What follows belongs to an exercise in optimizing a design on an open flow for small area, a short achievable clock period and few clock cycles per item; a production flow would make more cautious choices. Only simulation tests tie the RTL to the original design; equivalence was not proved. Power figures rest on the tool's default switching activity, not on a simulated workload.

Design JAM, start of the top module:
module JAM (
input CLK,
input RST,
output reg [2:0] W,
output reg [2:0] J,
input [6:0] Cost,
output [3:0] MatchCount,
output [9:0] MinCost,
output reg Valid );
Size in the first run: about 6100 cells after synthesis, ~960 flip-flops.
==> flow/config.mk <==
export PLATFORM = sky130hd
export DESIGN_NAME = JAM
export DESIGN_NICKNAME = JAM
export VERILOG_FILES = /design/flow/design.v
export SDC_FILE = /design/flow/constraint.sdc
export NUM_CORES = 4
export LEC_CHECK = 0
export CAP_MARGIN = 20
export CORE_MARGIN = 2
export CORE_UTILIZATION = 50
export SETUP_SLACK_MARGIN = 5
export SLEW_MARGIN = 20
==> flow/constraint.sdc <==
create_clock -name core_clock -period 10.0 [get_ports {CLK}]
set_input_delay 2.0000 -clock core_clock [delete_from_list [all_inputs] [get_ports {CLK}]]
set_output_delay 2.0000 -clock core_clock [all_outputs]
set_load 0.01 [all_outputs]
run.sh (not shown) runs the stock make flow with config.mk's settings and CLKGATE_MAP_FILE= SYNTH_SCRIPT=/design/flow/synth_recipe.tcl, a recipe that flattens the netlist after the stock synthesis.
Testbench counts at the start, summed over its fixed seeds: cycles 2,352, items 24.
==> next run, changes <==
--- a/flow/design.v
+++ b/flow/design.v
@@ -120,19 +120,19 @@
 		ez[k] = ((s2 ^ c2) == {(s2[11:0] | c2[11:0]), 1'b0});
 		v10[k] = (val[k][12:10] != 3'd0) ? 10'h3ff : val[k][9:0];
 	end
 end
 reg [63:0] le;
 reg [7:0]  win_c;
 always @* begin
 	for (k = 0; k < 8; k = k + 1)
 		for (m = k + 1; m < 8; m = m + 1)
-			le[k*8+m] = le10(minv[k], minv[m]);
+			le[k*8+m] = (minv[k] <= minv[m]);
 	for (k = 0; k < 8; k = k + 1) begin
 		win_c[k] = !used[k];
 		for (m = 0; m < 8; m = m + 1) begin
 			if (m < k && !used[m] && le[m*8+k]) win_c[k] = 1'b0;
 			if (m > k && !used[m] && !le[k*8+m]) win_c[k] = 1'b0;
 		end
 	end
 end
 reg [9:0]  Dn, nvsel;
@@ -178,43 +178,31 @@
 		end
 end
 wire [3:0] ph1 = {1'b0, ph} + 4'd1;
 wire       b_go       = (hs == H_B) && !busy;
 wire       b_next     = b_go && mj;                       
 wire       b_end      = b_go && !mj;                      
 wire       first_wait = (hs == H_WAIT) && (rows_done > {1'b0, ph});
 wire       first_next = b_end && (ph != 3'd7) && (rows_done > ph1);
 reg [2:0]  s_row;
-reg [7:0]  rsel;
 always @* begin
 	if (hs == H_E)
 		s_row = erow;
 	else if (hs == H_B)
-		s_row = (ph == 3'd7) ? 3'd7 : ph1[2:0];
+		s_row = mj ? i0n : (ph == 3'd7) ? 3'd7 : ph1[2:0];
 	else
 		s_row = ph;
-	rsel = 8'd0;
-	if (hs == H_B && mj) begin
-		for (k = 0; k < 8; k = k + 1)
-			for (m = 0; m < 8; m = m + 1)
-				if (win[k] && p[k] == m) rsel[m] = 1'b1;
-	end
-	else
-		rsel[s_row] = 1'b1;
 end
 reg [6:0]  Trow_c [0:7];
 reg [6:0]  tj_c;
 always @* begin
-	for (k = 0; k < 8; k = k + 1) begin
-		Trow_c[k] = 7'd0;
-		for (m = 0; m < 8; m = m + 1)
-			Trow_c[k] = Trow_c[k] | ({7{rsel[m]}} & T[m*8+k]);
-	end
+	for (k = 0; k < 8; k = k + 1)
+		Trow_c[k] = T[s_row*8+k];
 	tj_c = 7'd0;
 	if (hs == H_E)
 		tj_c = Trow_c[ecur];
 	else if (hs == H_B) begin
 		for (k = 0; k < 8; k = k + 1)
 			tj_c = tj_c | ({7{win[k] & mj}} & Trow_c[k]);
 	end
 end
 always @(posedge CLK) begin
@@ -223,51 +211,26 @@
 	tjr <= tj_c;
 	if (hs == H_E)
 		Kr <= 12'd0 - {1'b0, nv[ecur]};
 	else if (hs == H_B && mj)
 		Kr <= Kn;
 	else if (hs == H_B && ph == 3'd7)
 		Kr <= 12'd0 - {2'd0, Dn};
 	else
 		Kr <= 12'd0;
-	c_erow <= s_row;    
+	c_erow <= s_row;
 	win <= win_c;
 end
 reg [7:0]  ecol [0:7];
 reg [7:0]  rdeg1, cdeg1, rm_r, rm_c;
 reg [7:0]  umask, above, cand, rowsabove, rowsbelow;
 reg [2:0]  candidx, nextrow, prevrow, firstrow;
 reg        have_above, have_below;
-function le10;
-	input [9:0] a, b;
-	reg [9:0] g, e;
-	reg [4:0] g1, e1;
-	reg [2:0] g2, e2;
-	reg g3, e3;
-	integer i;
-	begin
-		g = a & ~b;
-		e = ~(a ^ b);
-		for (i = 0; i < 5; i = i + 1) begin
-			g1[i] = g[2*i+1] | (e[2*i+1] & g[2*i]);
-			e1[i] = e[2*i+1] & e[2*i];
-		end
-		g2[0] = g1[1] | (e1[1] & g1[0]);
-		e2[0] = e1[1] & e1[0];
-		g2[1] = g1[3] | (e1[3] & g1[2]);
-		e2[1] = e1[3] & e1[2];
-		g2[2] = g1[4];
-		e2[2] = e1[4];
-		g3 = g2[1] | (e2[1] & g2[0]);
-		e3 = e2[1] & e2[0];
-		le10 = ~(g2[2] | (e2[2] & g3));
-	end
-endfunction
 function onehot4;
 	input [3:0] y;
 	begin
 		onehot4 = ((y[0] ^ y[1]) & ~(y[2] | y[3])) | ((y[2] ^ y[3]) & ~(y[0] | y[1]));
 	end
 endfunction
 function onehot8;
 	input [7:0] x;
 	begin
Setup slack is better by 0.015 ns.
Via count rose by 9.1%.
Power goes up by 2.6%.
Wire length went up by 12%.
Design area is higher by 5.4%.
Final cell count came out higher by 8.7%.
Clock skew climbs by 0.044 ns.
Synthesized area went up by 5.4%.
Sequential power hardly moves.
Flip-flop and latch count stays the same.
Hold slack gains 0.031 ns.
Clock power stays flat.
Global-route usage rises by 2.3 points.
Testbench counts after the change, summed over its fixed seeds: cycles 2,352, items 24.

-- port drivers added, routing unchanged --
How much do the figures lean on ideal ports? The routed layouts below were timed once more, with nothing changed but the port constraints.
Step 1 sets driving cells, clkbuf_16 on the clock port and buf_2 on the other inputs (assumed; they add their load-dependent delay and slew).
Step 2 moves the port delays by t, midway between the first and last clock arrival at a register: inputs arrive t later, outputs are due t later. That takes back most of the time a late clock gives input paths.
Slacks: no drivers / after step 1 / after step 2; pairs: no drivers / after step 1.
| run | t, ns | setup WS [ns] | worst setup path at the end | worst slew at a driven data input, ns | cell pins on the clock port's net |
|---|---|---|---|---|---|
| the first run | 0.819 | 5.150 / 5.150 / 5.150 | register to register | 0.08 | 1 |
| the second run | 0.826 | 5.165 / 5.165 / 5.165 | register to register | 0.06 | 1 |
After both steps every run listed still meets setup and hold.
